Context: an optimization exercise on an open-source flow, tuned for small area. The choices shown serve that exercise and are no tape-out recipe. For this run, only the layout was checked, not whether the RTL still works. Power and IR drop assume default switching activity.

**flow/run.sh**
```bash
#!/bin/bash
# synth_recipe.tcl (not shown) runs the flow's synth.tcl, then flattens the netlist and writes it again
# the make line also repeats each setting of config.mk as NAME=value (left out here)
make -C /OpenROAD-flow-scripts/flow DESIGN_CONFIG=/design/flow/config.mk WORK_HOME=/design/flow/orfs CLKGATE_MAP_FILE= SYNTH_SCRIPT=/design/flow/synth_recipe.tcl finish
```
**flow/constraint.sdc**
```tcl
create_clock -name core_clock -period 10.0 [get_ports {clk33_i}]
set_input_delay 2.0000 -clock core_clock [delete_from_list [all_inputs] [get_ports {clk33_i}]]
set_output_delay 2.0000 -clock core_clock [all_outputs]
set_load 0.01 [all_outputs]
```
**flow/design.v**
```verilog
`timescale 1ns / 1ps
module SCALER_CLOCK_v2(
		input clk33_i,
		input rst_i,
		output khz_clk_o
    );
	localparam [15:0] MATCH = 33333;
	reg [15:0] counter;
	reg khz_clk;
	always @(posedge clk33_i) begin
		if (rst_i) begin
			counter <= {16{1'b0}};
			khz_clk <= 1'b0;
		end else begin
			if (khz_clk) counter <= {16{1'b0}};
			else counter <= counter + 1;
			khz_clk <= (counter == MATCH);
		end
	end
	assign khz_clk_o = khz_clk;
endmodule
`timescale 1ns / 1ps
module ANITA3_scaler(
		clk_i,
		rst_i,
		pps_i,
		count_i,
		scaler_o
    );
	parameter WIDTH = 8;
	parameter PRESCALE = 0;
	input clk_i;
	input rst_i;
	input pps_i;
	input count_i;
	output [WIDTH-1:0] scaler_o;
	reg [WIDTH+PRESCALE-1:0] counter;
	wire [WIDTH+PRESCALE:0] counter_plus_one = counter + 1;
	reg [WIDTH-1:0] scaler;
	always @(posedge clk_i) begin
		if (rst_i) begin
			counter <= {WIDTH+PRESCALE{1'b0}};
			scaler <= {WIDTH{1'b0}};
		end else begin
			if (pps_i) counter <= {WIDTH+PRESCALE{1'b0}};
			else if (count_i && !counter_plus_one[WIDTH+PRESCALE]) counter <= counter_plus_one;
			if (pps_i) scaler <= counter[PRESCALE +: WIDTH];
		end
	end
	assign scaler_o = scaler;
endmodule
`timescale 1ns / 1ps
module SCALER_TOPv2(
		input clk33_i,
		input rst_i,
		input [16:0] scal_i,
		input [4:0] scal_addr_i,
		input scal_rd_i,
		output [15:0] scal_dat_o,
		output [15:0] refpulse_cnt_o
    );
	wire update_scalers;
	SCALER_CLOCK_v2 u_clk(.clk33_i(clk33_i),
								 .rst_i(rst_i),
								 .khz_clk_o(update_scalers));
	wire [15:0] scaler_data_out[31:0];
	reg [1:0] ref_pulse_reg;
	reg [15:0] ref_pulse_counter;
	reg [15:0] ref_pulse_count;
	reg [15:0] gated_scaler;
	wire [15:0] ref_pulse_in = {16{scal_i[0]}};
	always @(posedge clk33_i) begin
		if (rst_i) begin
			gated_scaler <= {16{1'b0}};
			ref_pulse_reg <= {2{1'b0}};
			ref_pulse_counter <= {16{1'b0}};
			ref_pulse_count <= {16{1'b0}};
		end else begin
			gated_scaler <= ref_pulse_in & scal_i[16:1];
			ref_pulse_reg <= {ref_pulse_reg[0],scal_i[0]};
			if (update_scalers) ref_pulse_counter <= {16{1'b0}};
			else if (ref_pulse_reg[0] && !ref_pulse_reg[1]) ref_pulse_counter <= ref_pulse_counter + 1;
			if (update_scalers) ref_pulse_count <= ref_pulse_counter;
		end
	end
	generate
		genvar trig, ant;
		for (trig=0;trig<4;trig=trig+1) begin : L1
			ANITA3_scaler #(.WIDTH(16),.PRESCALE(0)) u_l1_scaler(.clk_i(clk33_i),
																				  .rst_i(rst_i),
																				  .pps_i(update_scalers),
																				  .count_i(scal_i[1+trig]),
																				  .scaler_o(scaler_data_out[12+trig]));
			ANITA3_scaler #(.WIDTH(16),.PRESCALE(0)) u_l1_mon_scaler(.clk_i(clk33_i),
																				  .rst_i(rst_i),
																				  .pps_i(update_scalers),
																				  .count_i(gated_scaler[trig]),
																				  .scaler_o(scaler_data_out[28+trig]));
		end
		for (ant=0;ant<12;ant=ant+1) begin : ANT
			ANITA3_scaler #(.WIDTH(16),.PRESCALE(0)) u_ant_scaler(.clk_i(clk33_i),
																					.rst_i(rst_i),
																					.pps_i(update_scalers),
																					.count_i(scal_i[5+ant]),
																					.scaler_o(scaler_data_out[ant]));
			ANITA3_scaler #(.WIDTH(16),.PRESCALE(0)) u_ant_mon_scaler(.clk_i(clk33_i),
																					.rst_i(rst_i),
																					.pps_i(update_scalers),
																					.count_i(gated_scaler[4+ant]),
																					.scaler_o(scaler_data_out[16+ant]));
		end
	endgenerate
	reg scaler_bank;
	reg [31:0] scaler_ram[63:0];
	reg [31:0] scaler_out;
	reg reading;
	reg updating;
	reg was_updating;
	reg maybe_reading_too_slow;
	reg [4:0] scaler_addr_count;
	wire [5:0] scaler_addr_count_plus_one = scaler_addr_count + 1;
	always @(posedge clk33_i) begin
		if (updating && !rst_i)
			scaler_ram[{scaler_bank,scaler_addr_count}] <= {ref_pulse_count,scaler_data_out[scaler_addr_count]};
		scaler_out <= scaler_ram[{!scaler_bank,scal_addr_i}];
	end
	always @(posedge clk33_i) begin	
		if (rst_i) begin
			scaler_bank <= 1'b0;
			reading <= 1'b0;
			updating <= 1'b0;
			was_updating <= 1'b0;
			maybe_reading_too_slow <= 1'b0;
			scaler_addr_count <= {5{1'b0}};
		end else begin
		if (update_scalers) updating <= 1;
		else if (scaler_addr_count_plus_one[5]) updating <= 0;
		if (updating) scaler_addr_count <= scaler_addr_count_plus_one;
		if ((scal_addr_i == {5{1'b0}}) && scal_rd_i)
			reading <= 1;
		else if ((scal_addr_i == {5{1'b1}}) && scal_rd_i) 
			reading <= 0;
		else if (update_scalers && maybe_reading_too_slow)
			reading <= 0;
		if (!reading) maybe_reading_too_slow <= 0;
		else if (update_scalers && reading) maybe_reading_too_slow <= 1;
		was_updating <= updating;
		if (!updating && was_updating && !reading) scaler_bank <= ~scaler_bank;		
		end
	end
	assign scal_dat_o = scaler_out[15:0];
	assign refpulse_cnt_o = scaler_out[31:16];
endmodule
```
**flow/config.mk**
```make
export PLATFORM = sky130hd
export DESIGN_NAME = SCALER_TOPv2
export DESIGN_NICKNAME = SCALER_TOPv2
export VERILOG_FILES = /design/flow/design.v
export SDC_FILE = /design/flow/constraint.sdc
export NUM_CORES = 4
export LEC_CHECK = 0
export CAP_MARGIN = 20
export CORE_MARGIN = 2
export CORE_UTILIZATION = 40
export PLACE_DENSITY = 0.6
export SLEW_MARGIN = 20
```
==> results.txt <==
critical path: stages (launching register included):
cell       delay, ns
dfxtp_4         0.60
buf_4           0.45
buf_4           0.47
nor2b_2         0.61
buf_4           0.45
a222oi_1        0.24
o21ai_0         0.58
a2111oi_0       0.33
a41oi_4         0.32
buf_4           0.66
per-stage QoR:
step / utilization / worst slack, ns / cell area, um2 / std cells
5_1_grt: 0.456 / 4.72 / 146000 / 13500
6_report: 0.456 / 4.80 / 146000 / 13500
3_3_place_gp: 0.420 / 4.03 / 135000 / 12800
2_1_floorplan: - / 4.63 / 129000 / 8774
4_1_cts: 0.456 / 4.87 / 146000 / 13400
3_5_place_dp: 0.420 / 4.00 / 135000 / 12800
power groups by stage:
stage | logic, mW | registers, mW | clock network (mW)
after detailed placement | 0.820 | 14.2 | 0
after floorplan | 0.558 | 14.2 | 0
final | 0.815 | 13.9 | 12.8
after global routing | 0.867 | 13.9 | 13.5
after global placement | 0.813 | 14.2 | 0
after CTS | 0.823 | 13.9 | 13.0
layout by cell type, fill, tap and decap left out, drive strengths merged, types with 78 or more instances in the layout:
cell / count
nand2: 321
a21oi: 151
dfxtp: 1133
nor2: 1102
a22oi: 112
clkbuf: 455
o21ai: 139
xnor2: 156
and4: 84
mux4: 553
mux2i: 754
nand3: 210
nand4: 143
xor2: 174
o211ai: 78
edfxtp: 2048
clkinv: 122
and3: 93
a211oi: 102
inv: 83
buf: 193
kinds of logic (layout without fill, tap and decap cells):
kind of cell | after synthesis | in the layout | share of synthesized area
simple gates | 2327 | 2327 | 0.0860
other cells | 0 | 9 | 0
fa+ha+maj | 41 | 41 | 0.00399
flops | 3181 | 3181 | 0.654
mux | 1368 | 1368 | 0.161
xor+xnor | 330 | 330 | 0.0225
compound gates | 952 | 952 | 0.0521
buf+inv | 575 | 946 | 0.0205
layout make-up:
cell class,count,area [um2]
fill,28000,174000
multi-input combinational,5018,42700
sequential,3181,84200
inverter,79,297
tap,4305,5390
clock inverter,169,2000
antenna,9,22.5
clock buffer,454,9400
timing repair buffer,244,2130
per-layer routing:
| layer | track usage | part of all wire |
|---|---|---|
| met1 | 0.307 | 0.41 |
| met2 | 0.360 | 0.46 |
| met3 | 0.0389 | 0.077 |
| met4 | 0.0997 | 0.049 |
| met5 | 0 | 0.00011 |
path summary, 6_finish.rpt:
path,start,to,slack (ns),depth (start not counted)
min,maybe_reading_too_slow,maybe_reading_too_slow,0.48,2
max,scaler_addr_count[3],scaler_ram[48][15],4.80,9
max reg2reg,scaler_addr_count[3],scaler_ram[48][15],4.80,9
min reg2reg,maybe_reading_too_slow,maybe_reading_too_slow,0.48,2
==> results.txt <==
Final #Nets=8,929; DRT Wirelength=380 mm; Ports=57; global-route wire length before repair=541 mm; drt drc=0; maxcap violations=0; Worst-path clk slew=0.06 ns; switching part of the total=0.210; Seq/Total Area, Yosys=0.654; Tot Pwr=27.5 mW; hpwl dp=230 mm; Setup Skew=0.0868 ns; Synth top area share=0.478; max-slew violations=0; Finish-stage setup viols=0; largest area contributor in the netlist=edfxtp_1; P_sw=5.78 mW; pwr dens=188 nW/um2; clock network power share=0.465; Peak VDD IR=0.137 mV; Die Footprint=326,000 um2; WHS=0.482 ns; CTS tree=yes; Routed WL per cell=28.2 um; initial antenna violation count=18; Port Buffers=56; Final Hold Viols=0; count leader, synth=edfxtp_1; Critical Path End Type=flop; share of layout cells above drive strength 1=0.160; Clock Sinks=3,181; kind of critical path=flop to flop; CP arrival=5.80 ns; syn nets=8,840; core area=321,000 um2; vias per cell=5.85; syn_area_per_cell=14.7 um2; die height=571 um; Synth cell types=81; Fmax=192 MHz; Leak=46.9 nW; post-CTS setup buffer count=0; CTS H-tree depth=5; status=no timing/DRC/antenna violations; pin count of the biggest net entering global routing=181; hold buffers post-CTS=0; GRT overflow=0; RSZ-0062 raised after global routing=false; vias in the first global route=75,600; Main synth FF type=edfxtp_1; worst rel slew slack=0.185; final worst path period share=0.520; post_cts resized=0; Tightest Hold Check Type=flop to flop; Routability Congestion=0.984; FP Rows=208; Clock Tree Buf Depth=4; P&R area growth vs syn=13.6%; Total GRT Usage=0.227; CP Launch Type=flop; yosys warns=3; root buffer cell=clkbuf_16; Starting Density=0.401; worst skew pair latency=0.94 ns; Cell Area, Synth=129,000 um2; chip width=571 um; Reg power frac=0.505; Synth Register Bits=3,181; synth cell count leaders=edfxtp_1, dfxtp_1, nor2_1; Req. time, crit path=10.61 ns; number of flops mapped to enable cells by yosys=2,048; logic gate share of total power=0.030; total negative slack=0 ns; synth top area cells=edfxtp_1, dfxtp_1, mux4_2; Routed Antenna Nets=0; cts bufs inserted=339; Async SR Flop Fraction=0; Gate Count Post-Synth=8,774; first drt pass iteration count=6; DRT iter0 DRCs=9,143; fin crit period=5.20 ns; Worst Tran Pin Value=1.21 ns; Worst Path Max Fanout=64; Pint=21.8 mW; max FFs per register=2,048; Biggest register=scaler_ram; Vias=78,800

separate check: timing with driven ports:
How much do the figures lean on ideal ports? The routed layout below was timed once more, with nothing changed but the port constraints.
Step 1 sets driving cells, clkbuf_16 on the clock port and buf_2 on the other inputs (assumed; they add their load-dependent delay and slew).
Step 2 times the ports against the registers' clock, not the clock port: input delays grow and output delays shrink by t, the midpoint of the rising clock arrivals with the driver on.
a / b / c = ideal / step 1 / step 2; a / b = the first two.
shift t [ns]: 0.998
setup slack, ns: 4.803 / 4.803 / 4.170
clock arrival spread, ns: 0.088 / 0.089
After both steps this run still meets setup and hold. For this run, drivers alone change the setup slack by 0.000 ns; drivers and shift together by -0.633 ns.
